==> flow/design.v <==
module STI_DAC(clk ,reset, load, pi_data, pi_length, pi_fill, pi_msb, pi_low, pi_end,
	       so_data, so_valid,
	       oem_finish, oem_dataout, oem_addr,
	       odd1_wr, odd2_wr, odd3_wr, odd4_wr, even1_wr, even2_wr, even3_wr, even4_wr);
input		clk, reset;
input		load, pi_msb, pi_low, pi_end;
input	[15:0]	pi_data;
input	[1:0]	pi_length;
input		pi_fill;
output		so_data;
output	reg	so_valid;
output		odd1_wr, odd2_wr, odd3_wr, odd4_wr, even1_wr, even2_wr, even3_wr, even4_wr;
output	reg	oem_finish;
output	[4:0]	oem_addr;
output	[7:0]	oem_dataout;
reg		busy;		 
reg	[2:0]	idx;		 
reg		hi;		 
reg		zero;		 
reg	[1:0]	byte_cnt;	 
reg		be;		 
reg	[7:0]	shift;		 
reg	[5:0]	pix;		 
reg	[3:1]	bge;		 
reg	[2:1]	beq;		 
reg		wr_odd;		 
reg		wr_even;	 
reg		wr_data;	 
reg		zen_n;		 
function [1:0] byte_src;	 
	input [1:0] len;
	input msb, fill, low;
	input [1:0] b;
	reg bz, bh;
	begin
		bz = 1'b0;
		bh = 1'b0;
		case (len)
		2'd0: bh = low;
		2'd1: bh = msb ^ b[0];
		2'd2: begin
			case (b)
			2'd0: begin bz = msb ^ fill; bh = msb; end
			2'd1: bh = ~fill;
			default: begin bz = ~(msb ^ fill); bh = ~msb; end
			endcase
		end
		default: begin
			bz = b[1] ^ msb ^ fill;
			bh = msb ^ b[0];
		end
		endcase
		byte_src = {bz, bh};
	end
endfunction
wire [1:0] src0 = byte_src(pi_length, pi_msb, pi_fill, pi_low, 2'd0);
wire first_bit = ~src0[1] & (pi_msb ? (src0[0] ? pi_data[15] : pi_data[7])
				  : (src0[0] ? pi_data[8] : pi_data[0]));
wire next_bit = ~zero & pi_data[{hi, idx}];
wire byte_end = be;
wire last = byte_end & (byte_cnt == pi_length);
wire [1:0] bc_next = load ? 2'd0 : byte_cnt + 2'd1;
wire [1:0] src_next = byte_src(pi_length, pi_msb, pi_fill, pi_low, bc_next);
always @(posedge clk or posedge reset) begin
	if (reset) begin
		busy <= 1'b0;
		so_valid <= 1'b0;
		be <= 1'b0;
	end else begin
		busy <= load | (busy & ~last);
		so_valid <= load | busy;
		be <= busy & (idx == (pi_msb ? 3'd1 : 3'd6));
	end
end
wire [2:0] idx_up = idx + 3'd1;
wire [2:0] idx_dn = idx - 3'd1;
always @(posedge clk) begin
	if (load) idx <= pi_msb ? 3'd6 : 3'd1;
	else idx <= pi_msb ? idx_dn : idx_up;
	if (load | byte_end) begin
		byte_cnt <= bc_next;
		{zero, hi} <= src_next;
	end
	shift <= {shift[6:0], load ? first_bit : next_bit};
end
assign so_data = shift[0];
wire pix_ev = pix[3] ^ pix[0];
wire fill = pi_end & ~bge[1] & ~(wr_odd | wr_even);
wire slot = byte_end | fill;
always @(posedge clk or posedge reset) begin
	if (reset) begin
		pix <= 6'd0;
		bge <= 3'd0;
		beq <= 2'd0;
		wr_odd <= 1'b0;
		wr_even <= 1'b0;
		wr_data <= 1'b0;
		zen_n <= 1'b0;
		oem_finish <= 1'b0;
	end else begin
		wr_odd <= slot & ~pix_ev;
		wr_even <= slot & pix_ev;
		wr_data <= byte_end;
		zen_n <= byte_end | ~(load | busy | pi_end);
		if ((wr_odd | wr_even) & (pix == 6'd63)) begin
			bge <= {bge[2:1], 1'b1};
			beq <= {beq[1], ~bge[1]};
		end
		if (wr_odd | wr_even) pix <= pix + 6'd1;
		oem_finish <= pi_end & bge[1];
	end
end
assign odd1_wr  = wr_odd & ~bge[1];
assign even1_wr = wr_even & ~bge[1];
assign odd2_wr  = wr_odd & beq[1] | ~zen_n & ~bge[1];
assign even2_wr = wr_even & beq[1] | ~zen_n & ~bge[1];
assign odd3_wr  = wr_odd & beq[2] | ~zen_n & ~bge[2];
assign even3_wr = wr_even & beq[2] | ~zen_n & ~bge[2];
assign odd4_wr  = wr_odd & bge[3] | ~zen_n & ~bge[3];
assign even4_wr = wr_even & bge[3] | ~zen_n & ~bge[3];
assign oem_addr = pix[5:1];
assign oem_dataout = shift & {8{wr_data}};
endmodule
==> flow/flow/run.sh <==
#!/bin/bash
# Standard synthesis and layout, with plain buf_1 port buffers and free cell sizing.
set -euo pipefail
bash standard.sh synth > synth.log 2>&1
bash standard.sh 'BUFFER_PORTS_ARGS=-buffer_cell sky130_fd_sc_hd__buf_1' MATCH_CELL_FOOTPRINT=0 finish > layout.log 2>&1
==> flow/standard.sh <==
#!/bin/bash
# synth_recipe.tcl (not shown) runs the flow's synth.tcl, then flattens the netlist and writes it again
# the make line also repeats each setting of config.mk as NAME=value (left out here)
make -C /OpenROAD-flow-scripts/flow DESIGN_CONFIG=/design/flow/config.mk WORK_HOME=/design/flow/orfs CLKGATE_MAP_FILE= SYNTH_SCRIPT=/design/flow/synth_recipe.tcl "${@:-finish}"
==> flow/config.mk <==
export PLATFORM = sky130hd
export DESIGN_NAME = STI_DAC
export DESIGN_NICKNAME = STI_DAC
export VERILOG_FILES = /design/flow/design.v
export SDC_FILE = /design/flow/constraint.sdc
export NUM_CORES = 4
export LEC_CHECK = 0
export CAP_MARGIN = 20
export CORE_MARGIN = 2
export CORE_UTILIZATION = 40
export SETUP_SLACK_MARGIN = 2.2
export SLEW_MARGIN = 20
==> flow/constraint.sdc <==
create_clock -name core_clock -period 4.0 [get_ports {clk}]
set_input_delay 0.8000 -clock core_clock [delete_from_list [all_inputs] [get_ports {clk}]]
set_output_delay 0.8000 -clock core_clock [all_outputs]
set_load 0.01 [all_outputs]
==> results.txt, run 1 <==
- Status: no timing/DRC/antenna violations
- H-tree levels: 2
- Max Slew Vio Count: 0
- Top delay family on crit path: flip-flops
- Post-synth EDFFs: 4
- Total CTS buffers: 5
- Worst min path class: flop to flop
- Setup violations, final: 0
- DP Cell Count: around 250
- Die Ht: around 69 µm
- R2R Setup Slk: ~2400 ps
- Core Area: 4030 µm²
- Fin nets: ~240
- Crit Path Class: flop to output port
- GR Util All Layers: between 10 and 15%
- Post-synthesis cell type count: 38
- RSZ-0062 raised after global routing: true
- Clock transition at the registers of the reported paths: ~60 ps
- Port Buffers: 48
- Die area: around 4700 µm²
- Routed Antenna Nets: 0
- Mapped Area: approximately 1700 µm²
- Final std cells w/o fill: between 200 and 300
- Mapped Avg Cell Area: roughly 11 µm²
- Largest net degree at the start of global routing: 20
- Adder-Cell Fraction of Synth Area: under 10%
- Number of diodes: 0
- Clock latency on the worst-skew pair: ~270 ps
- P_leak: ~0.00089 µW
- Drc violations: 0
- CTS tree: yes
- Ys flop type: dfrtp_1
- Vias/cell: approximately 5.0
- Syn Nets: about 190
- Post-synthesis mux area share: a little over a tenth
- CP startpoint kind: flop
- Clk_skew: 1.79 ps
- Drt first pass iters: 4
- Placed wire-length estimate: between 2 and 2.5 mm
- FF+latch count, synth: 34
- Total clock sinks: 34
- Initial Utilization: between 40% and 50%
- Final GP Congestion: just under 0.8
- Grt ovf: 0
- Synth Area in Compound Gates: about 9.1%
- Crit end category: output port
- Cells after Synth: 160
- Final min period: around 1900 ps
- CP arrival: roughly 1100 ps
- Syn-to-layout area delta: 23.5%
- Worst Path Buf+Inv: 1
- Slowest CP cell: dfrtp_1
- PD cells: between 500 and 600 nW/µm²
- Critical path's largest stage delay: roughly 420 ps
- Largest family of logic cells by synthesized area: simple AND/OR/NAND/NOR gates
- Starting DRT DRC Count: between 70 and 80
- Synth Area in Simple Gates: between 15 and 20%
- Worst VDD drop: between 0.3 and 0.4 mV
- Via count: 1298
- Critical path fanouts, max: 5
- Antenna violations before repair: 0
- Clk Tree Root Cell: clkbuf_8
- Slew headroom: around 54%
- First-pass GRT wire length: ~5.1 mm
- Routed wire per std cell: ~13 µm
- Crit path cell chain: nor2b_4, a21oi_2, buf_2
- Hold Vio Cnt, Final: 0
- Vias in the first global route: 1171
- I/O pin total: between 40 and 50
- Sequential share of the synthesized area: ~48%
- Detailed Route WL: approximately 3.3 mm
- Row Count: 23
- Max Cap Violations: 0
- Ys async rst share: between 50% and 60%
- WHS: 346 ps
- Fmax: ~520 MHz
- Post-route clock period utilization: between 40 and 50%
- Clock Path Buffers: 2
- Die X-Extent: between 60 and 70 µm
- Xor and xnor fraction of the mapped netlist area: between 7 and 8%
- Worst-Margin Slew: between 600 and 700 ps
- Hold-fix buffers at CTS: 0
- Ys Warns: 1
- Share of layout cells above drive strength 1: between 20% and 30%
- CP required: 3200 ps
- Setup Total Neg Slack: 0 ps
## per-layer routing
layer	global-route usage (%)	vias up	routed length, µm	share of wire (%)
met2	24.9	35	1720	52
met1	18.1	617	1360	42
met5	0	-	0	0
met4	5.15	0	43	1.3
li1	-	640	-	-
met3	4.38	6	157	4.8
## layout by cell type (no fill, tap or decap), types with 2 or more instances in the layout
master,Yosys,routed
nor3_1,4,4
clkbuf_8,0,7
buf_6,2,3
dfxtp_1,11,11
buf_4,5,4
o21ai_0,9,9
nor2_1,10,10
a21oi_2,0,2
inv_1,10,8
ha_1,2,2
edfxtp_1,4,4
a21oi_1,4,2
dfrtp_2,0,3
xnor2_1,12,12
or2_2,2,2
nand2_1,11,11
and2_1,9,2
mux2i_1,9,9
mux2_2,6,6
o2111ai_1,2,2
inv_2,0,2
dfrtp_1,19,16
nand3_1,5,5
nor2b_1,4,3
and2_4,0,7
buf_2,1,5
buf_1,0,30
xor2_1,2,2
clkbuf_2,0,10
## state kept, by name (all words and copies together), names as in the netlist, 2 cells and up
signal	cells
shift	8
pix	6
bge	3
idx	3
beq	2
byte_cnt	2
## layout make-up
type                    instances  area, µm²
repair buffers                 52        251
fillers                       389       1950
well taps                      50       62.6
clock inverters                 1       3.75
clock buffers                   7       96.3
flip-flops and latches         34        820
inverters                      10       37.5
multi-input cells             107        807
## cell families (layout without fill, tap and decap cells)
logic type,count (synthesis),count (layout)
XOR/XNOR,14,14
AO/OA/AOI/OAI,23,23
adder cells (fa/ha/maj),3,3
flip-flops,34,34
buffers and inverters,19,70
AND/OR/NAND/NOR,51,51
multiplexers,16,16
## per-stage QoR
stage / util (%) / setup slack, ps / power, µW / cell area [µm²]
CTS: 49.7 / 2110 / 1110 / 2000
finish: 51.6 / 2090 / 1120 / 2080
floorplan: - / 2210 / 765 / 1690
global route: 51.6 / 2050 / 1210 / 2080
global placement: 46.1 / 1840 / 813 / 1860
detailed placement: 46.1 / 1780 / 826 / 1860
## final timing paths
path	from	to	cells after the start
max	zen_n	even4_wr	3
min	shift[5]	shift[6]	0
max reg2reg	pix[0]	beq[1]	4
min reg2reg	shift[5]	shift[6]	0
max in group asynchronous	reset	wr_odd	2
min in group asynchronous	reset	so_valid	2
## synth_stat cells (2+ instances only)
cell type	instances	area share [%]
nor2b_1	4	1.5
or2_2	2	0.74
edfxtp_1	4	7.1
nor3_1	4	1.2
xor2_1	2	1.0
inv_1	10	2.2
dfxtp_1	11	13
dfrtp_1	19	28
mux2_2	6	4.0
buf_6	2	1.3
ha_1	2	1.5
o21ai_0	9	2.7
nor3b_1	2	0.89
and2_1	9	3.3
nand2_1	11	2.5
nor2_1	10	2.2
nand3_1	5	1.5
mux2i_1	9	5.4
o2111ai_1	2	1.0
a21oi_1	4	1.2
xnor2_1	12	6.2
buf_4	5	2.2
## repair_timing
item                                    CTS  global route
pin swaps                                 0             1
buffers inserted                          3             1
endpoints found under the setup margin   11            16
hold endpoints to repair                  0             0
gates resized for setup                  15            31
## report_power, final
group	internal (µW)	switching (µW)
Clock	154	113
Sequential	435	90.0
Combinational	172	158
==> run 2, diff against run 1 <==
--- a/flow/design.v
+++ b/flow/design.v
@@ -10,3 +10,3 @@
 output		so_data;
-output	reg	so_valid;
+output		so_valid;
 output		odd1_wr, odd2_wr, odd3_wr, odd4_wr, even1_wr, even2_wr, even3_wr, even4_wr;
@@ -66,3 +66,2 @@
 		busy <= 1'b0;
-		so_valid <= 1'b0;
 		be <= 1'b0;
@@ -70,3 +69,2 @@
 		busy <= load | (busy & ~last);
-		so_valid <= load | busy;
 		be <= busy & (idx == (pi_msb ? 3'd1 : 3'd6));
@@ -108,3 +106,3 @@
 		end
-		if (wr_odd | wr_even) pix <= pix + 6'd1;
+		pix <= pix + {5'd0, wr_odd | wr_even};
 		oem_finish <= pi_end & bge[1];
@@ -121,2 +119,3 @@
 assign oem_addr = pix[5:1];
+assign so_valid = busy | wr_data;
 assign oem_dataout = shift & {8{wr_data}};
==> flow/flow/run.sh (replaced) <==
#!/bin/bash
# Standard synthesis and layout, with plain buf_1 port buffers and free cell sizing.
set -euo pipefail
bash standard.sh synth > synth.log 2>&1
bash standard.sh 'BUFFER_PORTS_ARGS=-buffer_cell sky130_fd_sc_hd__buf_1' MATCH_CELL_FOOTPRINT=0 'CTS_ARGS=-sink_clustering_enable -repair_clock_nets -dont_use_dummy_load' finish > layout.log 2>&1
==> run 2 against run 1 <==
Fmax increased by 0.79%. Non-clock buffer count unchanged. Setup slack improved by 15 ps. Synthesized cell count decreased by 1.3%. Power decreased by 6.0%. Die area decreased by 1.5%. Synthesized area decreased by 1.6%. Final area decreased by 0.72%. Sequential share of layout area decreased by 0.99 points. Global-route usage increased by 0.78 points. Worst hold slack improved by 8.6 ps. Critical path type unchanged.
==> results.txt, run 2 <==
- Status: no timing/DRC/antenna violations
- Die area: between 4000 and 5000 µm²
- Critical path fanouts, max: 5
- Starting DRT DRC Count: 53
- Setup violations, final: 0
- Most frequent cell after synthesis: dfrtp_1
- P_leak: around 0.0009 µW
- Most frequent cells in the layout: buf_1 (29), dfrtp_1 (16), dfxtp_1 (11), buf_6 (11), nor2_1 (10)
- Max Slew Vio Count: 0
- Final min period: approximately 1900 ps
- Worst min path class: flop to flop
- Slew headroom: a little over half
- CTS tree: yes
- Crit Path Class: flop to output port
- Largest net degree at the start of global routing: 19
- Drt first pass iters: 4
- Ys Warns: 1
- Cells after Synth: 158
- Largest register FFs: 8
- Final GP Congestion: roughly 0.80
- Fillers: approximately 380
- CP startpoint kind: flop
- Antenna violations before repair: 0
- GR Util All Layers: about 16%
- I/O pin total: 49
- CP arrival: 1090 ps
- Ys flop type: dfrtp_1
- Clk Tree Root Cell: clkbuf_8
- Number of diodes: 0
- Total clock sinks: 33
- Mapped Avg Cell Area: around 10 µm²
- Die X-Extent: about 68 µm
- Worst-Margin Slew: between 600 and 700 ps
- Initial Utilization: 41.4%
- Synth top area share: 27.2%
- Clock transition at the registers of the reported paths: ~70 ps
- Syn Nets: between 150 and 200
- PD cells: 511 nW/µm²
- Fmax: between 500 and 600 MHz
- Slowest CP cell: dfrtp_1
- Die Ht: between 60 and 70 µm
- Port Buffers: 48
- Post-synthesis cell type count: 37
- Routed Antenna Nets: 0
- Detailed Route WL: around 3.3 mm
- H-tree levels: 2
- Ys async rst share: between 50% and 60%
- Vias in the first global route: about 1200
- Core Area: between 4000 and 5000 µm²
- Row Count: 23
- Share of layout cells above drive strength 1: 27.7%
- Vias/cell: approximately 5
- FF+latch count, synth: 33
- Final instance area: 2060 µm²
- Crit path cell chain: nor2b_4, a21oi_2, buf_2
- Routed wire per std cell: approximately 13 µm
- Setup Total Neg Slack: 0 ps
- Clk_skew: between 10 and 15 ps
- Via count: 1268
- Mapped Area: between 1500 and 2000 µm²
- Commonest cells in the netlist: dfrtp_1 (18), dfxtp_1 (11), inv_1 (10), nor2_1 (10)
- Sequential share of the synthesized area: a little under half
- Fin nets: between 200 and 250
- Grt ovf: 0
- Max Cap Violations: 0
- Commonest non-fill, non-tap cell in the layout: buf_1
- Drc violations: 0
- CP required: 3200 ps
- Worst VDD drop: 0.207 mV
- Clock latency on the worst-skew pair: 280 ps
- Hold-fix buffers at CTS: 0
- Largest area contributor in the netlist: dfrtp_1
- Synth area leaders: dfrtp_1 (27%), dfxtp_1 (13%), edfxtp_1 (7.3%)
- Post-Place Cell Area: 1830 µm²
- RSZ-0062 raised after global routing: true
- Total CTS buffers: 5
- Crit end category: output port
- Post-synth EDFFs: 4
- Syn-to-layout area delta: 24.5%
- Post-route clock period utilization: 47.4%
- Critical path's largest stage delay: roughly 430 ps
- Biggest register: shift
- First-pass GRT wire length: between 5 and 6 mm
- Placed wire-length estimate: roughly 2.5 mm
- Biggest regs: shift x8, pix x6
- Clock Path Buffers: 2
- FF+latch area: 793 µm²
- Total power: roughly 1100 µW
- Hold Vio Cnt, Final: 0
- Footprint of the multi-input gates: between 700 and 800 µm²
-- run 2: changes by cell type after synthesis, sizes merged, moves of 2 or more --
cell,change
mux2,-2
or2,+2
o2111ai,-2
o21ai,-3
a31oi,+2
nor3,+2
xor2,+2
xnor2,-3
nand3,+2
nand2,-2
-- run 2: final cells by class --
type / count / share of cell area (%)
timing repair buffer: 52 / 14.6
tap: 50 / 3.03
multi-input combinational: 106 / 38.7
inverter: 10 / 1.94
sequential: 33 / 38.4
clock buffer: 5 / 3.34
-- run 2: kinds of logic (layout without fill, tap and decap cells) --
group	Yosys count	in the layout	synth area share, %
simple gates	55	55	17.7
flops	33	33	47.7
compound gates	20	20	8.16
buf+inv	19	67	6.57
mux	14	14	9.52
xor+xnor	13	13	6.87
fa+ha+maj	4	4	3.47
-- run 2: worst paths after layout --
| path | start | cells past startpoint | slack [ps] | to |
|---|---|---|---|---|
| max | zen_n | 3 | 2110 | odd4_wr |
| min | shift[6] | 0 | 350 | shift[7] |
| max reg2reg | idx[0] | 4 | 2290 | shift[0] |
| min reg2reg | shift[6] | 0 | 350 | shift[7] |
| max in group asynchronous | reset | 2 | 2910 | bge[1] |
| min in group asynchronous | reset | 2 | 590 | be |
-- run 2: stage by stage --
step | worst slack [ps] | util [%] | cells | hold WS (ps)
global placement | 1780 | 45.8 | 247 | 330
global route | 2030 | 51.6 | 256 | 348
floorplan | 2210 | - | 158 | 324
finish | 2110 | 51.6 | 256 | 355
CTS | 2090 | 50.3 | 255 | 349
detailed placement | 1640 | 45.8 | 247 | 334
-- run 2: timing repair --
item / 4_1_cts / 5_1_grt
setup buffers: 3 / 1
gates resized for setup: 41 / 24
pin swaps: 1 / 0
endpoints found under the hold margin: 0 / 0
setup endpoints to repair: 19 / 19
-- run 2: metal layers --
layer | global-route usage [%] | wire length [µm]
met5 | 0 | 0
met4 | 6.25 | 32
met3 | 4.28 | 174
met2 | 27.2 | 1690
met1 | 18.0 | 1410
-- run 2: power by group --
| group | internal, µW | switching [µW] | total, µW |
|---|---|---|---|
| combinational | 165 | 158 | 323 |
| sequential | 424 | 92.5 | 517 |
| clock | 112 | 104 | 215 |
-- run 2: critical path, delay by kind of cell, from the launching register on --
kind	cells	cell delay, ps
buffers and inverters	1	130
and+or+nand+nor	1	160
AOI/OAI and AO/OA	1	90
DFF	1	430
==> run 3, diff against run 2 <==
--- a/flow/config.mk
+++ b/flow/config.mk
@@ -10,3 +10,3 @@
 export CORE_UTILIZATION = 40
-export SETUP_SLACK_MARGIN = 2.2
+export SETUP_SLACK_MARGIN = 2.4
 export SLEW_MARGIN = 20
==> run 3 against run 2 <==
Power increased by 5.8%. Highest routed layer unchanged. Synthesized cell count unchanged. Non-clock buffer count increased by 6. Fmax increased by 1.2%. Still clean on timing, DRC and antenna. Core utilization increased by 2.8 points.
==> results.txt, run 3 <==
- Number of diodes: 0
- Clk Tree Root Cell: clkbuf_8
- Clk_skew: between 9 and 10 ps
- Biggest regs: shift x8, pix x6
- Crit Reg-Reg Endpoint: shift[0]
- CP Launch Point: zen_n
- Commonest non-fill, non-tap cell in the layout: buf_1
- Drc violations: 0
- Vias in the first global route: roughly 1300
- RSZ-0062 raised after global routing: true
- Reg2Reg Depth: 4
- Worst hold path depth: 0
- Starting DRT DRC Count: 26
- Slowest CP cell: dfrtp_2
- Post-synth EDFFs: 4
- Most frequent cell after synthesis: dfrtp_1
- Status: no timing/DRC/antenna violations
- I/O pin total: 49
- Via count: around 1300
- Syn Nets: around 190
- Die area: between 4000 and 5000 µm²
- Crit path cell chain: nor2b_4, a21oi_2, buf_2
- Fin nets: ~240
- Total CTS buffers: 5
- Max Slew Vio Count: 0
- Hold Path End: shift[2]
- Drt first pass iters: 4
- Hold Vio Cnt, Final: 0
- Share of layout cells above drive strength 1: a little under two fifths
- Routed wire per std cell: 12.5 µm
- Synth area leaders: dfrtp_1 (27%), dfxtp_1 (13%), edfxtp_1 (7.3%)
- Initial Utilization: just over 40%
- Final GP Congestion: 0.901
- FF+latch area: 798 µm²
- Die X-Extent: roughly 70 µm
- Crit Path Class: flop to output port
- Worst VDD drop: roughly 0.21 mV
- Commonest cells in the netlist: dfrtp_1 (18), dfxtp_1 (11), inv_1 (10), nor2_1 (10)
- Clock transition at the registers of the reported paths: 60 ps
- CP arrival: between 1000 and 1500 ps
- FF+latch count, synth: 33
- CTS tree: yes
- Mapped Avg Cell Area: about 10 µm²
- Critical path fanouts, max: 5
- Synth top area share: between 20% and 30%
- CP startpoint kind: flop
- Ys Warns: 1
- Biggest register: shift
- Clock latency on the worst-skew pair: between 200 and 300 ps
- Core Area: 4000 µm²
- Worst r2r src: idx[0]
- Vias/cell: approximately 5.0
- P_leak: between 0.0009 and 0.001 µW
- Clock Path Buffers: 2
- Slew headroom: a little under three fifths
- Most frequent cells in the layout: buf_1 (21), dfrtp_1 (15), buf_6 (13)
- Antenna violations before repair: 0
- Detailed Route WL: 3.26 mm
- Worst-Margin Slew: between 600 and 700 ps
- Footprint of the multi-input gates: 832 µm²
- Total power: around 1100 µW
- GR Util All Layers: approximately 16%
- Placed wire-length estimate: between 2 and 2.5 mm
- Sequential share of the synthesized area: approximately 48%
- R2R Setup Slk: between 2000 and 2500 ps
- Final min period: between 1500 and 2000 ps
- CP required: around 3200 ps
- Post-route clock period utilization: between 40% and 50%
- Syn-to-layout area delta: 31.4%
- Row Count: 23
- Mapped Area: about 1700 µm²
- Setup violations, final: 0
- Die Ht: approximately 70 µm
- Largest area contributor in the netlist: dfrtp_1
- Worst min path class: flop to flop
- Fmax: around 530 MHz
- Post-synthesis cell type count: 37
- Hold_sp: shift[1]
- Port Buffers: 48
- Setup Total Neg Slack: 0 ps
- Cells after Synth: approximately 160
- Critical path's largest stage delay: approximately 440 ps
- Grt ovf: 0
- Ys async rst share: between 50% and 60%
- Crit end category: output port
- Max Cap Violations: 0
- PD cells: roughly 510 nW/µm²
- Ys flop type: dfrtp_1
- Total clock sinks: 33
- Fillers: roughly 380
- First-pass GRT wire length: ~5.4 mm
- Largest register FFs: 8
- DP Cell Count: 247
- H-tree levels: 2
- Hold-fix buffers at CTS: 0
- Final std cells w/o fill: approximately 260
- Routed Antenna Nets: 0
- Largest net degree at the start of global routing: 19
==> run 3: cell counts after synthesis <==
No cell type changed its count.
==> run 3: cells by family after synthesis <==
family	share of synthesized area, %
and+or+nand+nor	17.7
DFF	47.7
AOI/OAI and AO/OA	8.16
buffers and inverters	6.57
muxes	9.52
xor gates and xnor gates	6.87
adders and majority gates	3.47
==> run 3: power by group <==
group          switching, µW  internal (µW)  leakage (µW)
logic                    190            213      0.000573
registers               77.6            426      0.000361
clock network           98.5            112     0.0000359
total                    366            750      0.000970
==> run 3: stage by stage <==
step / util [%] / hold WS (ps) / instance area [µm²] / setup slack, ps
finish: 54.4 / 351 / 2180 / 2130
global route: 54.4 / 357 / 2180 / 2060
detailed placement: 46.1 / 333 / 1840 / 1650
global placement: 46.1 / 328 / 1840 / 1770
CTS: 51.3 / 341 / 2050 / 2110
floorplan: - / 324 / 1690 / 2210
==> run 3: how the worst max path moves through the flow <==
stage / endpoint / cells after the start
after floorplan: shift[0] / 4
after global placement: hi / 5
after detailed placement: hi / 5
after CTS: oem_dataout[5] / 3
after global routing: even4_wr / 3
final: odd4_wr / 3
==> run 3: final cells by class <==
type / count / share of cell area (%)
tap: 50 / 2.87
inverter: 10 / 2.30
multi-input combinational: 106 / 38.2
timing repair buffer: 58 / 16.8
sequential: 33 / 36.7
clock buffer: 5 / 3.16
==> run 3: worst max-delay path, delay by kind of cell, from the launching register on <==
family	cells	cell delay [ps]
AO/OA/AOI/OAI	1	90
AND/OR/NAND/NOR	1	140
flip-flops	1	440
buffers and inverters	1	130
==> run 3: metal layers <==
| metal | global-route usage (%) | wire length (µm) | vias up |
|---|---|---|---|
| met5 | 0 | 0 | - |
| li1 | - | - | 641 |
| met2 | 26.7 | 1640 | 38 |
| met3 | 4.93 | 189 | 8 |
| met1 | 17.9 | 1360 | 622 |
| met4 | 6.75 | 67 | 0 |
==> run 3: repair_timing <==
item / CTS / global route
endpoints found under the setup margin: 31 / 29
setup buffers: 9 / 1
gates resized for setup: 45 / 50
pin swaps: 2 / 3
==> run 4, diff against run 3 <==
--- a/flow/config.mk
+++ b/flow/config.mk
@@ -10,3 +10,3 @@
 export CORE_UTILIZATION = 40
-export SETUP_SLACK_MARGIN = 2.4
+export SETUP_SLACK_MARGIN = 1.9
 export SLEW_MARGIN = 20
==> run 4 against run 3 <==
Global-route usage fell by 0.75 points. Core utilization fell by 6.9 points. Clock power rose by 3%. Sequential cell count did not move. Power fell by 9.6%. Wire length fell by 0.98%. Sequential share of layout area rose by 5.0 points. Combinational power fell by 31%. Register-to-register slack got worse by 110 ps. Synthesized cell count did not move. Sequential power rose by 2%. Worst hold slack got worse by 1.9 ps.
==> results.txt, run 4 <==
- Post-synthesis cell type count: 37
- Commonest non-fill, non-tap cell in the layout: buf_1
- Commonest cells in the netlist: dfrtp_1 (18), dfxtp_1 (11), inv_1 (10), nor2_1 (10)
- Syn-to-layout area delta: 14.7%
- Starting DRT DRC Count: 34
- Most frequent cells in the layout: buf_1 (46), dfrtp_1 (18), dfxtp_1 (11)
- Crit end category: output port
- Slew headroom: between 50% and 60%
- Hold Vio Cnt, Final: 0
- Max Slew Vio Count: 0
- Fillers: between 400 and 500
- Drt first pass iters: 4
- Total clock sinks: 33
- Vias in the first global route: 1194
- Detailed Route WL: 3.23 mm
- CTS tree: yes
- Synth area leaders: dfrtp_1 (27%), dfxtp_1 (13%), edfxtp_1 (7.3%)
- Number of diodes: 0
- Antenna violations before repair: 0
- Ys Warns: 1
- Worst min path class: flop to flop
- Setup violations, final: 0
- H-tree levels: 2
- Fin nets: 233
- Largest net degree at the start of global routing: 19
- Status: no timing/DRC/antenna violations
- Core Area: 4000 µm²
- Final min period: a little under 2000 ps
- Largest area contributor in the netlist: dfrtp_1
- Initial Utilization: 41.4%
- Util after Layout: roughly 47%
- Port Buffers: between 40 and 50
- Sequential share of the synthesized area: a little under half
- First-pass GRT wire length: between 5 and 6 mm
- WHS: around 350 ps
- Biggest register: shift
- Clock Path Buffers: 2
- Most frequent cell after synthesis: dfrtp_1
- Clock transition at the registers of the reported paths: approximately 60 ps
- Worst-Margin Slew: roughly 670 ps
- Cells after Synth: 158
- Footprint of the multi-input gates: 757 µm²
- Clock latency on the worst-skew pair: around 280 ps
- Row Count: 23
- Routed wire per std cell: between 10 and 15 µm
- Critical path fanouts, max: 9
- Die area: around 4700 µm²
- Syn Nets: 187
- Setup Total Neg Slack: 0 ps
- Vias/cell: between 4 and 5
- Mapped Avg Cell Area: roughly 10 µm²
- Placed wire-length estimate: 2.55 mm
- Clk Tree Root Cell: clkbuf_8
- CP required: 3200 ps
- CP startpoint kind: flop
- PD cells: approximately 530 nW/µm²
- FF+latch count, synth: 33
- Die X-Extent: between 60 and 70 µm
- Post-route clock period utilization: between 40% and 50%
- FF+latch area: between 700 and 800 µm²
- Die Ht: roughly 68 µm
- Clk_skew: approximately 12 ps
- Post-CTS Setup Inserts: 0
- Largest register FFs: 8
- Ys flop type: dfrtp_1
- Drc violations: 0
- Share of layout cells above drive strength 1: roughly a tenth
- Mapped Area: approximately 1700 µm²
- Max Cap Violations: 0
- Via count: approximately 1200
- P_leak: around 0.00080 µW
- Hold-fix buffers at CTS: 0
- GR Util All Layers: about 15%
- Crit Path Class: flop to output port
- Biggest regs: shift x8, pix x6
- Fmax: between 500 and 600 MHz
- Synth top area share: 27.2%
- Ys async rst share: about 55%
- Total CTS buffers: 5
- CP arrival: 1150 ps
- Routed Antenna Nets: 0
- I/O pin total: ~50
- Worst VDD drop: around 0.3 mV
- Post-synth EDFFs: 4
- Grt ovf: 0
- Final GP Congestion: ~0.73
- RSZ-0062 raised after global routing: false
[run 4: through the flow]
stage	worst slack [ps]	cells	power, µW	area (µm²)
after floorplan	1930	158	743	1660
after global placement	1770	247	787	1830
after detailed placement	1650	247	808	1830
after CTS	1950	252	1030	1900
after global routing	1990	252	1080	1900
final	2050	252	1010	1900
[run 4: final cells by class]
type | count | area share (%)
clock buffer | 5 | 3.62
inverter | 10 | 1.98
multi-input combinational | 106 | 39.9
sequential | 33 | 41.6
tap | 50 | 3.29
timing repair buffer | 48 | 9.62
[run 4: cell families after synthesis]
kind of cell	after synthesis	share of synthesized area (%)
AO/OA/AOI/OAI	20	8.16
XOR/XNOR	13	6.87
adder cells (fa/ha/maj)	4	3.47
buffers and inverters	19	6.57
flip-flops	33	47.7
multiplexers	14	9.52
AND/OR/NAND/NOR	55	17.7
[run 4: what timing repair did]
item,in CTS,in global routing
endpoints found under the hold margin,0,0
endpoints found under the setup margin,0,2
gates resized for setup,0,2
[run 4: report_power, final]
part | switching [µW] | internal (µW) | total (µW)
combinational | 147 | 131 | 278
sequential | 91.4 | 424 | 515
clock | 104 | 112 | 216
total | 343 | 666 | 1010
[run 4: worst max-delay path: stages, from the launching register on]
cell and delay (ps):
dfrtp_1 440, or2_2 310, buf_1 130
[run 4: worst paths after layout]
| check | startpoint | end | slack (ps) | cells after the start |
|---|---|---|---|---|
| worst max-delay path | wr_data | so_valid | 2050 | 2 |
| worst min-delay path | shift[2] | shift[3] | 350 | 0 |
| worst max register to register | idx[0] | shift[0] | 2300 | 4 |
| worst min register to register | shift[2] | shift[3] | 350 | 0 |
| max in group asynchronous | reset | beq[1] | 2960 | 2 |
| min in group asynchronous | reset | zen_n | 600 | 2 |
[run 4: routing by layer]
metal / share of wire (%) / track usage, %
met3: 5.7 / 4.11
met2: 50 / 26.5
met4: 1.2 / 5.50
met1: 43 / 16.9
met5: 0 / 0
==> run 5, diff against run 4 <==
==> flow/flow/run.sh (replaced) <==
#!/bin/bash
# Standard synthesis and layout, with plain buf_1 port buffers and free cell sizing.
set -euo pipefail
bash standard.sh synth > synth.log 2>&1
bash standard.sh 'BUFFER_PORTS_ARGS=-buffer_cell sky130_fd_sc_hd__buf_1' MATCH_CELL_FOOTPRINT=0 'CTS_ARGS=-sink_clustering_enable -repair_clock_nets -dont_use_dummy_load -sink_clustering_size 50 -sink_clustering_max_diameter 400' finish > layout.log 2>&1
--- a/flow/config.mk
+++ b/flow/config.mk
@@ -10,3 +10,3 @@
 export CORE_UTILIZATION = 40
-export SETUP_SLACK_MARGIN = 1.9
+export SETUP_SLACK_MARGIN = 2.2
 export SLEW_MARGIN = 20
==> run 5 against run 4 <==
Sequential share of layout area is 3.2 points lower. Power grew 4.5%. Register-to-register slack is essentially flat. Largest power group unchanged.
==> results.txt, run 5 <==
- Final std cells w/o fill: between 200 and 300
- Detailed Route WL: ~3.3 mm
- Ys flop type: dfrtp_1
- Clk_skew: approximately 14 ps
- Max Cap Violations: 0
- Fmax: 528 MHz
- DP Cell Count: 247
- Commonest cells in the netlist: dfrtp_1 (18), dfxtp_1 (11), inv_1 (10), nor2_1 (10)
- Top delay family on crit path: flip-flops
- Total clock sinks: 33
- Critical path's largest stage delay: 430 ps
- H-tree levels: 2
- Worst setup margin: approximately 2100 ps
- Vias/cell: between 4 and 5
- Number of diodes: 0
- CP startpoint kind: flop
- Critical path fanouts, max: 5
- Post-route clock period utilization: roughly 47%
- Slew headroom: between 50% and 60%
- Clk Tree Root Cell: clkbuf_8
- Clock transition at the registers of the reported paths: approximately 70 ps
- Via count: about 1300
- PD cells: between 500 and 600 nW/µm²
- P_leak: between 0.0008 and 0.0009 µW
- DP Worst Slack: ~1600 ps
- Routed wire per std cell: ~13 µm
- CP required: between 3000 and 4000 ps
- CTS tree: yes
- Die area: 4670 µm²
- Fillers: 379
- Footprint of the multi-input gates: between 700 and 800 µm²
- Crit path capture: odd4_wr
- Crit Reg-Reg Endpoint: shift[0]
- Crit end category: output port
- Share of layout cells above drive strength 1: 27.7%
- R2R Setup Slk: between 2000 and 2500 ps
- Mapped Avg Cell Area: approximately 10 µm²
- Post-synthesis cell type count: 37
- Routed Antenna Nets: 0
- Worst Path Buf+Inv: 1
- First-pass GRT wire length: 5.37 mm
- Synth area leaders: dfrtp_1 (27%), dfxtp_1 (13%), edfxtp_1 (7.3%)
- Worst VDD drop: 0.207 mV
- Worst-Margin Slew: 694 ps
- Mapped Area: 1660 µm²
- I/O pin total: a little under 50
- Ys Warns: 1
- Post-synth EDFFs: 4
- Fin nets: between 200 and 250
- Largest register FFs: 8
- Ys async rst share: 54.5%
- Starting DRT DRC Count: 53
- Clock Path Buffers: 2
- Drt first pass iters: 4
- Final instance area: slightly above 2000 µm²
- Reg2Reg Depth: 4
- Biggest register: shift
- Synth top area share: between 20% and 30%
- Die Ht: ~68 µm
- Syn Nets: approximately 190
- Status: no timing/DRC/antenna violations
- Port Buffers: 48
- Drc violations: 0
- Crit path cell chain: nor2b_4, a21oi_2, buf_2
- Hold Vio Cnt, Final: 0
- CP Launch Point: zen_n
- Cells after Synth: around 160
- Worst min path class: flop to flop
- Largest net degree at the start of global routing: 19
- RSZ-0062 raised after global routing: true
- GR Util All Layers: ~16%
- FF+latch count, synth: 33
- Commonest non-fill, non-tap cell in the layout: buf_1
- Antenna violations before repair: 0
- Total CTS buffers: 5
- Setup Total Neg Slack: 0 ps
- Core Area: approximately 4000 µm²
- FF+latch area: between 700 and 800 µm²
- Levels on crit path: 3
- Util after Layout: roughly half
- Crit Path Class: flop to output port
- Final GP Congestion: about 0.8
- Syn-to-layout area delta: 24.5%
- Sequential share of the synthesized area: 47.7%
- Row Count: 23
- Vias in the first global route: 1245
- Setup violations, final: 0
- Final min period: between 1500 and 2000 ps
- Grt ovf: 0
- Most frequent cells in the layout: buf_1 (29), dfrtp_1 (16), dfxtp_1 (11), buf_6 (11), nor2_1 (10)
- CP arrival: around 1100 ps
- Clock latency on the worst-skew pair: 280 ps
- Most frequent cell after synthesis: dfrtp_1
- Hold-fix buffers at CTS: 0
- Initial Utilization: between 40 and 50%
- Post-Place Cell Area: ~1800 µm²
- Worst r2r src: idx[0]
- Die X-Extent: 68.4 µm
- Biggest regs: shift x8, pix x6
- Max Slew Vio Count: 0
- Largest area contributor in the netlist: dfrtp_1
- Placed wire-length estimate: between 2 and 2.5 mm
- Slowest CP cell: dfrtp_1
-- run 5: area by class of cell --
class / instances / share of cell area (%)
multi-input combinational: 106 / 38.7
timing repair buffer: 52 / 14.6
clock buffer: 5 / 3.34
inverter: 10 / 1.94
sequential: 33 / 38.4
tap: 50 / 3.03
-- run 5: cell families (layout without fill, tap and decap cells) --
logic type               after synthesis  in the layout  share of synthesized area, %
AND/OR/NAND/NOR                       55             55                          17.7
multiplexers                          14             14                          9.52
AO/OA/AOI/OAI                         20             20                          8.16
flip-flops                            33             33                          47.7
buffers and inverters                 19             67                          6.57
XOR/XNOR                              13             13                          6.87
adder cells (fa/ha/maj)                4              4                          3.47
-- run 5: worst reg2reg max path, stage by stage, from the launching register on --
cell     delay [ps]
dfxtp_1         590
mux4_2          560
nor2_1          100
a31oi_1          50
a221o_1         320
-- run 5: how the worst min path moves through the flow --
| stage | from | endpoint | slack [ps] | depth (start not counted) |
|---|---|---|---|---|
| 6_report | shift[6] | shift[7] | 350 | 0 |
| 3_3_place_gp | shift[2] | shift[3] | 330 | 0 |
| 4_1_cts | shift[6] | shift[7] | 350 | 0 |
| 3_5_place_dp | shift[1] | shift[2] | 330 | 0 |
| 2_1_floorplan | shift[1] | shift[2] | 320 | 0 |
| 5_1_grt | shift[6] | shift[7] | 350 | 0 |
-- run 5: report_power, final --
group	internal, µW	leakage (µW)	switching [µW]
sequential	424	0.000362	92.5
combinational	165	0.000500	158
clock	112	0.0000359	104
-- run 5: what timing repair did --
item,4_1_cts,5_1_grt
cloned,0,0
pin swaps,1,0
setup buffers,3,1
gates resized for setup,41,24
endpoints found under the hold margin,0,0
endpoints found under the setup margin,19,19
-- run 5: stage by stage --
step | total power [µW] | hold slack (ps)
floorplan | 745 | 324
global placement | 785 | 330
detailed placement | 802 | 334
CTS | 1050 | 349
global route | 1130 | 348
finish | 1050 | 355
-- run 5: routing by layer --
metal	part of all wire (%)	GRT usage, %	vias up
li1	-	-	633
met1	43	18.0	591
met2	51	27.2	40
met3	5.3	4.28	4
met4	0.97	6.25	0
met5	0	0	-
==> run 6, diff against run 5 <==
--- a/flow/design.v
+++ b/flow/design.v
@@ -19,3 +19,2 @@
 reg		zero;		 
-reg	[1:0]	byte_cnt;	 
 reg		be;		 
@@ -29,36 +28,22 @@
 reg		zen_n;		 
-function [1:0] byte_src;	 
-	input [1:0] len;
-	input msb, fill, low;
-	input [1:0] b;
-	reg bz, bh;
-	begin
-		bz = 1'b0;
-		bh = 1'b0;
-		case (len)
-		2'd0: bh = low;
-		2'd1: bh = msb ^ b[0];
-		2'd2: begin
-			case (b)
-			2'd0: begin bz = msb ^ fill; bh = msb; end
-			2'd1: bh = ~fill;
-			default: begin bz = ~(msb ^ fill); bh = ~msb; end
-			endcase
-		end
-		default: begin
-			bz = b[1] ^ msb ^ fill;
-			bh = msb ^ b[0];
-		end
-		endcase
-		byte_src = {bz, bh};
-	end
-endfunction
-wire [1:0] src0 = byte_src(pi_length, pi_msb, pi_fill, pi_low, 2'd0);
-wire first_bit = ~src0[1] & (pi_msb ? (src0[0] ? pi_data[15] : pi_data[7])
-				  : (src0[0] ? pi_data[8] : pi_data[0]));
+wire off = pi_length[1] & (pi_msb ^ pi_fill);	 
+reg zero0, hi0;					 
+always @(*) begin
+	case (pi_length)
+	2'd0: begin zero0 = 1'b0; hi0 = pi_low; end
+	2'd1: begin zero0 = 1'b0; hi0 = pi_msb; end
+	2'd2: begin zero0 = off; hi0 = off ^ pi_msb; end	 
+	default: begin zero0 = off; hi0 = pi_msb; end		 
+	endcase
+end
+wire k1 = hi ^ pi_msb;
+wire last_byte = (pi_length == 2'd0)
+	| (~zero & k1 & ((pi_length == 2'd1) | off))		 
+	| (zero & ~off & (pi_length == 2'd2) & ~k1)		 
+	| (zero & ~off & (pi_length == 2'd3) & k1);		 
+wire first_bit = ~zero0 & (pi_msb ? (hi0 ? pi_data[15] : pi_data[7])
+				  : (hi0 ? pi_data[8] : pi_data[0]));
 wire next_bit = ~zero & pi_data[{hi, idx}];
 wire byte_end = be;
-wire last = byte_end & (byte_cnt == pi_length);
-wire [1:0] bc_next = load ? 2'd0 : byte_cnt + 2'd1;
-wire [1:0] src_next = byte_src(pi_length, pi_msb, pi_fill, pi_low, bc_next);
+wire last = byte_end & last_byte;
 always @(posedge clk or posedge reset) begin
@@ -77,5 +62,8 @@
 	else idx <= pi_msb ? idx_dn : idx_up;
-	if (load | byte_end) begin
-		byte_cnt <= bc_next;
-		{zero, hi} <= src_next;
+	if (load) begin
+		zero <= zero0;
+		hi <= hi0;
+	end else if (byte_end) begin
+		zero <= zero ^ k1;
+		hi <= ~hi;
 	end
==> flow/flow/run.sh (replaced) <==
#!/bin/bash
# Standard synthesis and layout, with plain buf_1 port buffers and free cell sizing.
set -euo pipefail
bash standard.sh synth > synth.log 2>&1
bash standard.sh 'BUFFER_PORTS_ARGS=-buffer_cell sky130_fd_sc_hd__buf_1' MATCH_CELL_FOOTPRINT=0 'CTS_ARGS=-sink_clustering_enable -repair_clock_nets -dont_use_dummy_load' finish > layout.log 2>&1
==> run 6 against run 5 <==
Register-to-register slack improved by 60 ps. Wire length decreased by 6.4%. Clock power about the same. Sequential share of layout area decreased by 1.1 points. Critical path type unchanged. Largest power group unchanged. Highest routed layer unchanged.
==> results.txt, run 6 <==
- Mapped Area: 1560 µm²
- Internal cell power: 675 µW
- Largest area contributor in the netlist: dfrtp_1
- GR Util All Layers: 15.9%
- Setup Total Neg Slack: 0 ps
- Final std cells w/o fill: between 200 and 300
- Largest net degree at the start of global routing: 19
- Vias/cell: slightly below 5
- Post-synthesis cell type count: 36
- Clock transition at the registers of the reported paths: approximately 60 ps
- Final GP Congestion: roughly 0.85
- Total power: between 1000 and 1500 µW
- PD cells: ~520 nW/µm²
- Post-synth EDFFs: 2
- Switching Share: about a third
- Number of diodes: 0
- Die X-Extent: approximately 67 µm
- Sw Pwr: between 300 and 400 µW
- Most frequent cell after synthesis: dfrtp_1
- Worst min path class: flop to flop
- DP Worst Slack: about 1800 ps
- Hold Vio Cnt, Final: 0
- Status: no timing/DRC/antenna violations
- Starting DRT DRC Count: 32
- CTS tree: yes
- Initial Utilization: ~42%
- Drt first pass iters: 4
- FF+latch count, synth: 31
- Max Slew Vio Count: 0
- Clock Path Buffers: 2
- Mapped Avg Cell Area: about 10 µm²
- Sequential share of power: roughly half
- Synth area leaders: dfrtp_1 (29%), dfxtp_1 (14%), mux2i_1 (5.1%)
- Critical path fanouts, max: 5
- Worst-Margin Slew: ~670 ps
- Routed Antenna Nets: 0
- Clk_skew: 13.4 ps
- I/O pin total: slightly below 50
- Commonest non-fill, non-tap cell in the layout: buf_1
- Crit Path Class: flop to output port
- Post-route clock period utilization: between 40% and 50%
- Row Count: 22
- Max Cap Violations: 0
- R2R Setup Slk: between 2000 and 2500 ps
- Cells after Synth: 155
- Biggest register: shift
- Worst r2r src: idx[1]
- Via count: about 1200
- Share of layout cells above drive strength 1: 27.7%
- Syn-to-layout area delta: 25.6%
- Crit Reg-Reg Endpoint: shift[0]
- Fin nets: 234
- Crit end category: output port
- Hold Path End: shift[2]
- Die area: roughly 4400 µm²
- Most frequent cells in the layout: buf_1 (28), dfrtp_1 (16), nand2_1 (12)
- Grt ovf: 0
- Final min period: ~1900 ps
- CP arrival: around 1100 ps
- Setup violations, final: 0
- CP required: 3200 ps
- Routed wire per std cell: around 12 µm
- Antenna violations before repair: 0
- Sequential share of the synthesized area: a little under half
- Worst VDD drop: 0.254 mV
- Syn Nets: around 190
- Reg2Reg Depth: 4
- Vias in the first global route: 1212
- P_leak: about 0.00090 µW
- Ys async rst share: about 58%
- CP startpoint kind: flop
- Worst setup margin: ~2100 ps
- Detailed Route WL: 3.10 mm
- Port Buffers: 48
- Core Area: around 3700 µm²
- Placed wire-length estimate: 2.38 mm
- Die Ht: about 67 µm
- RSZ-0062 raised after global routing: true
- Ys Warns: 1
- Comb power frac: a little under a third
- Total clock sinks: 31
- Drc violations: 0
- Commonest cells in the netlist: dfrtp_1 (18), inv_1 (13), nand2_1 (12)
- Fmax: 531 MHz
- Hold_sp: shift[1]
- Clk Tree Root Cell: clkbuf_8
- Biggest regs: shift x8, pix x6
- Largest register FFs: 8
- Ys flop type: dfrtp_1
- Slew headroom: around 55%
- Worst hold path depth: 0
- Synth top area share: ~29%
- Clock latency on the worst-skew pair: ~280 ps
- First-pass GRT wire length: between 5 and 6 mm
- DP Cell Count: roughly 240
- H-tree levels: 2
- Fillers: 339
- Clk pwr share: between 20% and 30%
- Total CTS buffers: 5
## run 6: cell count changes after synthesis, moves of 3 or more
cell	before	now
nor3_1	5	2
nand2_1	9	12
a21oi_1	3	6
xnor2_1	9	5
inv_1	10	13
nor2b_1	5	2
## run 6: layout make-up
class / instances / area, µm² / share of cell area, %
Timing Repair Buffer: 52 / 295 / 15.0
Tap cell: 48 / 60.1 / 3.06
Multi-Input combinational cell: 101 / 754 / 38.4
Clock buffer: 5 / 68.8 / 3.51
Inverter: 13 / 51.3 / 2.61
Sequential cell: 31 / 733 / 37.3
## run 6: power by group through the flow
stage               combinational [µW]  sequential [µW]  clock, µW
detailed placement                 278              493          0
global route                       354              502        236
floorplan                          252              458          0
CTS                                307              487        222
finish                             314              488        213
global placement                   268              485          0
## run 6: cells by family (layout without fill, tap and decap cells)
group	after synthesis	in the layout	share of synthesized area (%)
AND/OR/NAND/NOR	51	51	17.0
flip-flops	31	31	46.8
buffers and inverters	23	70	7.77
AO/OA/AOI/OAI	22	22	8.09
multiplexers	14	14	10.9
XOR/XNOR	9	9	5.04
adder cells (fa/ha/maj)	5	5	4.48
## run 6: repair_timing
item / CTS / global route
buffers inserted: 3 / 1
endpoints found under the setup margin: 18 / 18
hold buffers: 0 / 0
pin swaps: 1 / 2
resized for setup: 40 / 24
cloned: 0 / 0
## run 6: worst max path at each step
stage	slack [ps]	end	depth (start not counted)	from
3_5_place_dp	1850	idx[2]	6	pi_msb
6_report	2120	odd4_wr	3	zen_n
5_1_grt	2080	odd4_wr	3	zen_n
2_1_floorplan	2220	idx[2]	6	pi_msb
4_1_cts	2120	odd4_wr	3	zen_n
3_3_place_gp	1860	idx[2]	6	pi_msb
## run 6: stage by stage
stage	hold WS, ps	instance area (µm²)	util [%]
after detailed placement	333	1740	46.9
after CTS	348	1910	51.3
after floorplan	324	1580	-
final	353	1960	52.8
after global routing	357	1960	52.8
after global placement	325	1740	46.9
## run 6: layer usage
metal,GRT usage (%),part of all wire (%),vias up
li1,-,-,607
met1,18.0,42,572
met2,26.5,49,45
met3,4.22,5.9,8
met4,9.44,2.4,0
met5,0,0,-
## run 6: critical path, stage by stage (launching register included)
cell and delay (ps):
dfrtp_1 420, nor2b_4 150, a21oi_1 110, buf_2 140
Testbench counts of run 6, summed over its fixed seeds: cycles 10,845.
==> run 7, diff against run 6 <==
--- a/flow/config.mk
+++ b/flow/config.mk
@@ -10,3 +10,3 @@
 export CORE_UTILIZATION = 40
-export SETUP_SLACK_MARGIN = 2.2
+export SETUP_SLACK_MARGIN = 1.9
 export SLEW_MARGIN = 20
==> run 7 against run 6 <==
Wire length is 5.7% lower. Largest cell class is now sequential cells. Critical endpoint is now so_valid. Final area is 8.3% lower. Core utilization is 4.4 points lower. Power is 5.2% lower. Cell count is 1.6% lower. Clock power is 3% lower. Clock skew is 3.2 ps lower. Die area stayed put. Sequential power is 1% lower. Still clean. First-iteration DRC count is 72% higher. Global-route usage is 0.56 points lower. Synthesized cell count stayed put.
==> results.txt, run 7 <==
- Final GP Congestion: roughly 0.84
- Clk Tree Root Cell: clkbuf_8
- Clock Path Buffers: 2
- Biggest regs: shift x8, pix x6
- Critical path fanouts, max: 9
- Drt first pass iters: 4
- Clk_skew: ~10 ps
- Post-synth EDFFs: 2
- RSZ-0062 raised after global routing: false
- GR Util All Layers: approximately 15%
- Post-synthesis cell type count: 36
- Hold Vio Cnt, Final: 0
- Die area: between 4000 and 5000 µm²
- Syn Nets: around 190
- Vias/cell: ~5
- Routed Antenna Nets: 0
- Share of layout cells above drive strength 1: around 7.6%
- Most frequent cells in the layout: buf_1 (48), dfrtp_1 (18), inv_1 (13)
- Synth area leaders: dfrtp_1 (29%), dfxtp_1 (14%), mux2i_1 (5.1%)
- Fin nets: 230
- Cells after Synth: approximately 160
- Fmax: approximately 510 MHz
- Largest area contributor in the netlist: dfrtp_1
- Syn-to-layout area delta: 15.1%
- Post-CTS sizing: 0
- Max Cap Violations: 0
- I/O pin total: between 40 and 50
- Setup violations, final: 0
- CTS tree: yes
- Worst min path class: flop to flop
- FF+latch count, synth: 31
- Sequential share of the synthesized area: a little under half
- Fillers: ~390
- Most frequent cell after synthesis: dfrtp_1
- Total power: slightly below 1000 µW
- Footprint of the multi-input gates: 711 µm²
- PD cells: approximately 530 nW/µm²
- First-pass GRT wire length: just over 5 mm
- Max Slew Vio Count: 0
- Mapped Avg Cell Area: about 10 µm²
- Largest net degree at the start of global routing: 19
- Worst VDD drop: between 0.2 and 0.25 mV
- CP required: around 3200 ps
- Post-CTS Setup Inserts: 0
- Status: no timing/DRC/antenna violations
- Detailed Route WL: a little under 3 mm
- Grt ovf: 0
- Ys flop type: dfrtp_1
- Port Buffers: between 40 and 50
- Crit end category: output port
- Commonest cells in the netlist: dfrtp_1 (18), inv_1 (13), nand2_1 (12)
- Commonest non-fill, non-tap cell in the layout: buf_1
- Vias in the first global route: about 1200
- Antenna violations before repair: 0
- Placed wire-length estimate: roughly 2.4 mm
- Hold-fix buffers at CTS: 0
- CP arrival: ~1200 ps
- Total CTS buffers: 5
- Ys Warns: 1
- Setup Total Neg Slack: 0 ps
- Crit Path Class: flop to output port
- Clock transition at the registers of the reported paths: ~60 ps
- Routed wire per std cell: around 12 µm
- Post-route clock period utilization: about half
- WHS: approximately 350 ps
- Row Count: 22
- Slew headroom: between 50% and 60%
- Drc violations: 0
- P_leak: between 0.0007 and 0.0008 µW
- Worst-Margin Slew: approximately 660 ps
- Clock latency on the worst-skew pair: between 200 and 300 ps
- Synth top area share: between 20% and 30%
- Via count: between 1000 and 1500
- Core Area: roughly 3700 µm²
- Die X-Extent: approximately 67 µm
- Ys async rst share: about 58%
- Starting DRT DRC Count: 55
- Mapped Area: 1560 µm²
- Die Ht: between 60 and 70 µm
- Total clock sinks: 31
- Largest register FFs: 8
- FF+latch area: about 730 µm²
- CP startpoint kind: flop
- Biggest register: shift
- Initial Utilization: 42.1%
- H-tree levels: 2
- Final min period: a little under 2000 ps
- Number of diodes: 0
run 7: cell counts after synthesis:
Identical to the previous run, type by type.
run 7: metrics by stage:
stage | area, µm² | setup WS, ps | util, % | instances
floorplan | 1560 | 2120 | - | 155
global placement | 1730 | 1820 | 46.6 | 241
detailed placement | 1730 | 1780 | 46.6 | 241
CTS | 1800 | 2010 | 48.4 | 246
global route | 1800 | 1920 | 48.4 | 246
finish | 1800 | 2040 | 48.4 | 246
run 7: where the power goes:
group	switching, µW	total (µW)	leakage, µW	internal, µW
clock	95.6	207	0.0000359	111
combinational	145	273	0.000410	128
sequential	81.9	482	0.000345	400
run 7: kinds of logic (layout without fill, tap and decap cells):
family / after synthesis / after routing / synth area share (%)
AOI/OAI and AO/OA: 22 / 22 / 8.09
xor gates and xnor gates: 9 / 9 / 5.04
adders and majority gates: 5 / 5 / 4.48
buffers and inverters: 23 / 66 / 7.77
DFF: 31 / 31 / 46.8
muxes: 14 / 14 / 10.9
and+or+nand+nor: 51 / 51 / 17.0
run 7: worst max-delay path, cell delays in order, from the launching register on:
cell	delay (ps)
dfrtp_1	440
or2_2	310
buf_1	130
run 7: final cells by class:
| cell class | instances | area share (%) |
|---|---|---|
| flip-flops and latches | 31 | 40.6 |
| clock buffers | 5 | 3.82 |
| repair buffers | 48 | 10.0 |
| well taps | 48 | 3.34 |
| inverters | 13 | 2.71 |
| multi-input cells | 101 | 39.5 |
run 7: path summary, 6_finish.rpt:
check | startpoint | endpoint | slack [ps] | depth (start not counted)
setup / recovery | wr_data | so_valid | 2040 | 2
hold / removal | shift[3] | shift[4] | 350 | 0
setup reg to reg | idx[1] | shift[0] | 2360 | 4
hold reg to reg | shift[3] | shift[4] | 350 | 0
max in group asynchronous | reset | pix[5] | 2980 | 2
min in group asynchronous | reset | wr_data | 590 | 2
run 7: metal layers:
layer | vias up | global-route usage [%] | wire length [µm]
met5 | - | 0 | 0
met4 | 0 | 5.36 | 50
met3 | 5 | 5.07 | 166
met2 | 34 | 28.4 | 1510
met1 | 559 | 15.9 | 1200
li1 | 603 | - | -
==> run 8, diff against run 7 <==
--- a/flow/config.mk
+++ b/flow/config.mk
@@ -10,3 +10,3 @@
 export CORE_UTILIZATION = 40
-export SETUP_SLACK_MARGIN = 1.9
+export SETUP_SLACK_MARGIN = 1.6
 export SLEW_MARGIN = 20
==> run 8 against run 7 <==
Still clean on timing, DRC and antenna. Core utilization did not move. Critical path depth is the same. Synthesized cell count did not move. Via count unchanged. Die area unchanged. Register-to-register slack about the same. Critical path type unchanged.
==> results.txt, run 8 <==
- Status: no timing/DRC/antenna violations
- Worst setup margin: around 2000 ps
- Clock latency on the worst-skew pair: 270 ps
- Placed wire-length estimate: about 2.4 mm
- Sequential share of the synthesized area: about 47%
- Fin nets: 230
- CP required: between 3000 and 4000 ps
- Detailed Route WL: 2.92 mm
- Post-synthesis cell type count: 36
- Syn Nets: approximately 190
- Worst VDD drop: between 0.2 and 0.25 mV
- Post-synth EDFFs: 2
- Hold-fix buffers at CTS: 0
- Slew headroom: between 50% and 60%
- Post-route clock period utilization: around half
- Clk_skew: between 10 and 15 ps
- Most frequent cells in the layout: buf_1 (48), dfrtp_1 (18), inv_1 (13)
- Hold Vio Cnt, Final: 0
- CP arrival: 1160 ps
- Largest register FFs: 8
- Ys flop type: dfrtp_1
- Die Ht: approximately 67 µm
- H-tree levels: 2
- GR Util All Layers: between 15 and 20%
- Worst-Margin Slew: 660 ps
- Util after Layout: 48.4%
- Biggest register: shift
- Most frequent cell after synthesis: dfrtp_1
- Crit Reg-Reg Endpoint: shift[0]
- Setup violations, final: 0
- Vias in the first global route: around 1200
- Post-CTS Setup Inserts: 0
- Commonest non-fill, non-tap cell in the layout: buf_1
- Clock Path Buffers: 2
- Max Slew Vio Count: 0
- Worst min path class: flop to flop
- Starting DRT DRC Count: between 50 and 60
- Core Area: ~3700 µm²
- Synth area leaders: dfrtp_1 (29%), dfxtp_1 (14%), mux2i_1 (5.1%)
- Routed Antenna Nets: 0
- Share of layout cells above drive strength 1: 7.58%
- Initial Utilization: approximately 42%
- Die X-Extent: approximately 67 µm
- Total clock sinks: 31
- P_leak: ~0.00079 µW
- RSZ-0062 raised after global routing: false
- Cells after Synth: 155
- Antenna violations before repair: 0
- Clk Tree Root Cell: clkbuf_8
- Post-CTS sizing: 0
- PD cells: ~530 nW/µm²
- Largest area contributor in the netlist: dfrtp_1
- Die area: 4420 µm²
- DP Worst Slack: ~1800 ps
- Hold Path End: shift[4]
- FF+latch count, synth: 31
- Number of diodes: 0
- Mapped Avg Cell Area: between 10 and 15 µm²
- Worst hold path depth: 0
- Critical path fanouts, max: 9
- I/O pin total: just under 50
- Final min period: between 1500 and 2000 ps
- Via count: 1201
- Port Buffers: 48
- Max Cap Violations: 0
- Total CTS buffers: 5
- Crit end category: output port
- Hold_sp: shift[3]
- CP startpoint kind: flop
- Largest net degree at the start of global routing: 19
- Final std cells w/o fill: 246
- Vias/cell: 4.88
- CTS tree: yes
- Fmax: 511 MHz
- Routed wire per std cell: approximately 12 µm
- Final GP Congestion: approximately 0.84
- Clock transition at the registers of the reported paths: approximately 60 ps
- Reg2Reg Depth: 4
- Commonest cells in the netlist: dfrtp_1 (18), inv_1 (13), nand2_1 (12)
- Ys async rst share: around three fifths
- Ys Warns: 1
- Mapped Area: 1560 µm²
- R2R Setup Slk: 2360 ps
- Biggest regs: shift x8, pix x6
- Crit Path Class: flop to output port
- Synth top area share: between 20% and 30%
- Drc violations: 0
- Grt ovf: 0
- Worst r2r src: idx[1]
- DP Cell Count: ~240
- Syn-to-layout area delta: 15.1%
- Row Count: 22
- Drt first pass iters: 4
- Setup Total Neg Slack: 0 ps
- First-pass GRT wire length: roughly 5 mm
==> run 8: cell counts after synthesis <==
No cell type changed its count.
==> run 8: power by group <==
| group | internal (µW) | switching [µW] | total [µW] |
|---|---|---|---|
| Combinational | 128 | 145 | 273 |
| Clock | 111 | 95.6 | 207 |
| Sequential | 400 | 81.9 | 482 |
==> run 8: layer usage <==
layer	track usage (%)	wire, µm
met1	15.9	1200
met2	28.4	1510
met3	5.07	166
met4	5.36	50
met5	0	0
==> run 8: cells by family after synthesis <==
logic type               after synthesis  synth area share, %
adder cells (fa/ha/maj)                5                 4.48
AND/OR/NAND/NOR                       51                 17.0
XOR/XNOR                               9                 5.04
multiplexers                          14                 10.9
AO/OA/AOI/OAI                         22                 8.09
buffers and inverters                 23                 7.77
flip-flops                            31                 46.8
==> run 8: metrics by stage <==
stage / total power (µW) / hold WS [ps] / instance area, µm²
after floorplan: 708 / 324 / 1560
after global routing: 1040 / 356 / 1800
after CTS: 983 / 346 / 1800
final: 962 / 347 / 1800
after global placement: 752 / 328 / 1730
after detailed placement: 766 / 334 / 1730
==> run 8: worst max-delay path: stages, from the launching register on <==
cell     delay, ps
dfrtp_1        440
or2_2          310
buf_1          130
==> run 8: worst max-delay path by stage <==
stage                 start  endpoint  depth (start not counted)
finish              wr_data  so_valid                          2
global route         pi_msb    idx[2]                          6
CTS                 wr_data  so_valid                          2
detailed placement   pi_msb    idx[2]                          6
global placement     pi_msb    idx[2]                          6
floorplan            pi_msb    idx[2]                          6
==> run 8: layout make-up <==
type / count / area (µm²)
Tap cell: 48 / 60.1
Multi-Input combinational cell: 101 / 711
Timing Repair Buffer: 48 / 180
Inverter: 13 / 48.8
Clock buffer: 5 / 68.8
Fill cell: 392 / 1920
Sequential cell: 31 / 731
==> run 9, diff against run 8 <==
==> flow/flow/run.sh (replaced) <==
#!/bin/bash
# Standard synthesis and layout, with plain buf_1 port buffers, free cell
# sizing, and a single clock buffer in place of the clock tree (pre_cts.tcl).
set -euo pipefail
here=$(pwd)
bash standard.sh synth > synth.log 2>&1
bash standard.sh 'BUFFER_PORTS_ARGS=-buffer_cell sky130_fd_sc_hd__buf_1' MATCH_CELL_FOOTPRINT=0 "PRE_CTS_TCL=$here/flow/pre_cts.tcl" finish > layout.log 2>&1
==> flow/flow/pre_cts.tcl (new file) <==
# Clock tree: one clkbuf_16, placed at the centre of the registers, drives
# every register's clock pin (the design has about 30 registers). This
# replaces ORFS's two-level H-tree; all registers still see the same clock.
set block [ord::get_db_block]
set clknet [$block findNet clk]
set sinks {}
set sx 0
set sy 0
foreach it [$clknet getITerms] {
  set inst [$it getInst]
  set box [$inst getBBox]
  set sx [expr {$sx + ([$box xMin] + [$box xMax]) / 2}]
  set sy [expr {$sy + ([$box yMin] + [$box yMax]) / 2}]
  lappend sinks $it
}
set n [llength $sinks]
puts "pre_cts: $n clock sinks"
set master [[ord::get_db] findMaster sky130_fd_sc_hd__clkbuf_16]
set buf [odb::dbInst_create $block $master clkbuf_root]
set leaf [odb::dbNet_create $block clknet_root]
$leaf setSigType CLOCK
foreach it $sinks {
  $it disconnect
  $it connect $leaf
}
[$buf findITerm A] connect $clknet
[$buf findITerm X] connect $leaf
$buf setLocation [expr {$sx / $n}] [expr {$sy / $n}]
$buf setPlacementStatus PLACED
set_propagated_clock [all_clocks]
# the tree is built; skip ORFS's clock tree synthesis
proc clock_tree_synthesis {args} { puts "pre_cts: clock_tree_synthesis skipped" }
==> run 9 against run 8 <==
Worst hold slack better by 8.5 ps. Die area stayed put. Sequential power about the same. Highest routed layer unchanged. Largest power group unchanged. First-iteration DRC count grew 7.3%. Still clean on timing, DRC and antenna. Global-route usage decreased by 1.5 points. Clock skew decreased by 6.8 ps. Combinational power hardly changed. Critical path depth rose by 4. Sequential share of layout area is 1.0 points higher. Power fell by 9.2%. Sequential cell count unchanged.
==> results.txt, run 9 <==
- Status: no timing/DRC/antenna violations
- Initial Utilization: a little over two fifths
- CP arrival: about 2100 ps
- Hold-fix buffers at CTS: 0
- Synth area leaders: dfrtp_1 (29%), dfxtp_1 (14%), mux2i_1 (5.1%)
- Critical path fanouts, max: 8
- CP required: between 4000 and 5000 ps
- Util after Layout: approximately 47%
- RSZ-0062 raised after global routing: false
- Vias in the first global route: between 1000 and 1500
- Antenna violations before repair: 0
- Clk_skew: approximately 3.3 ps
- Clock latency on the worst-skew pair: about 170 ps
- Synth top area share: between 20 and 30%
- Worst min path class: flop to flop
- Setup Total Neg Slack: 0 ps
- Share of layout cells above drive strength 1: 5.67%
- Grt peak-use layer: met2
- Routed Antenna Nets: 0
- Crit Path Class: input pin to flop
- Fillers: between 300 and 400
- Commonest cells in the netlist: dfrtp_1 (18), inv_1 (13), nand2_1 (12)
- Ys Warns: 1
- M2 GR Usage: 27.9%
- Most frequent cell after synthesis: dfrtp_1
- Biggest register: shift
- Adder-Cell Fraction of Synth Area: 4.48%
- Clock transition at the registers of the reported paths: 110 ps
- Post-CTS sizing: 0
- Die X-Extent: 66.5 µm
- Syn-to-layout area delta: 12.3%
- Post-CTS Setup Inserts: 0
- Die Ht: around 67 µm
- Starting DRT DRC Count: approximately 60
- Ys flop type: dfrtp_1
- Cells after Synth: between 150 and 200
- Ys async rst share: slightly below 60%
- I/O pin total: slightly below 50
- Final min period: ~2000 ps
- First-pass GRT wire length: around 5 mm
- Max Cap Violations: 0
- Largest family of logic cells by synthesized area: simple AND/OR/NAND/NOR gates
- Commonest non-fill, non-tap cell in the layout: buf_1
- Row Count: 22
- FF+latch count, synth: 31
- Core Area: around 3700 µm²
- Largest net degree at the start of global routing: 32
- Post-synthesis cell type count: 36
- Largest area contributor in the netlist: dfrtp_1
- CP startpoint kind: input pin
- Max Slew Vio Count: 0
- Worst-Margin Slew: about 660 ps
- Fin nets: around 230
- GR Util All Layers: between 10% and 20%
- Mapped Area: 1560 µm²
- Routed wire per std cell: about 12 µm
- Setup violations, final: 0
- Grt met1 use: between 15 and 20%
- Biggest regs: shift x8, pix x6
- P_leak: 0.000768 µW
- Largest register FFs: 8
- Port Buffers: 48
- Crit end category: flop
- Placed wire-length estimate: 2.35 mm
- Synth Area in Compound Gates: 8.09%
- Die area: 4420 µm²
- Slew headroom: between 50% and 60%
- Post-synthesis mux area share: 10.9%
- Detailed Route WL: between 2 and 3 mm
- Drt first pass iters: 4
- M3 GR Usage: less than 1%
- Fmax: between 400 and 500 MHz
- Number of diodes: 0
- Via count: roughly 1200
- PD cells: 497 nW/µm²
- Xor and xnor fraction of the mapped netlist area: under 10%
- Worst VDD drop: around 0.26 mV
- Vias/cell: around 5
- Grt ovf: 0
- Mapped Avg Cell Area: just over 10 µm²
- Synth Area in Simple Gates: 17.0%
- Drc violations: 0
- Post-synth EDFFs: 2
- Final GP Congestion: ~0.84
- Most frequent cells in the layout: buf_1 (48), dfrtp_1 (18), inv_1 (13)
- Post-route clock period utilization: approximately 50%
- Sequential share of the synthesized area: a little under half
- Hold Vio Cnt, Final: 0
- Syn Nets: around 190
## run 9: critical path, stage by stage
cell and delay, ps:
buf_1 280, inv_1 190, fa_1 460, xor2_1 150
nor2_1 120, xnor2_1 120
## run 9: through the flow
stage               worst slack [ps]  cells  cell area, µm²  power [µW]  hold WS [ps]
floorplan                       2120    155            1560         708           324
global placement                1820    241            1730         752           328
global route                    1830    242            1760         946           364
detailed placement              1780    241            1730         766           334
CTS                             1970    242            1760         887           357
finish                          1990    242            1760         873           355
## run 9: worst paths after layout
kind                            startpoint    endpoint  slack [ps]  cells after the start
worst max-delay path                pi_msb      idx[2]        1990                      6
worst min-delay path              shift[1]    shift[2]         360                      0
worst max register to register      idx[1]    shift[0]        2350                      4
worst min register to register    shift[1]    shift[2]         360                      0
max in group asynchronous            reset  oem_finish        2900                      2
min in group asynchronous            reset      pix[1]         680                      2
## run 9: cell families (layout without fill, tap and decap cells)
| family | count (synthesis) | count (layout) |
|---|---|---|
| mux | 14 | 14 |
| compound gates | 22 | 22 |
| simple gates | 51 | 51 |
| buf+inv | 23 | 62 |
| xor+xnor | 9 | 9 |
| flops | 31 | 31 |
| fa+ha+maj | 5 | 5 |
## run 9: routing by layer
metal / wire, µm / share of wire, %
met5: 0 / 0
met4: 33 / 1.1
met3: 127 / 4.4
met2: 1510 / 52
met1: 1210 / 42
## run 9: cell type report
cell class / count / area [µm²] / share of cell area [%]
repair buffers: 48 / 180 / 10.3
plain buffers: 1 / 25.0 / 1.43
flip-flops and latches: 31 / 731 / 41.6
well taps: 48 / 60.1 / 3.42
inverters: 13 / 48.8 / 2.78
multi-input cells: 101 / 711 / 40.5
## run 9: where the power goes
part	switching (µW)	leakage [µW]	internal, µW
Sequential	81.6	0.000345	399
Combinational	144	0.000410	128
Clock	73.9	0.0000123	46.5
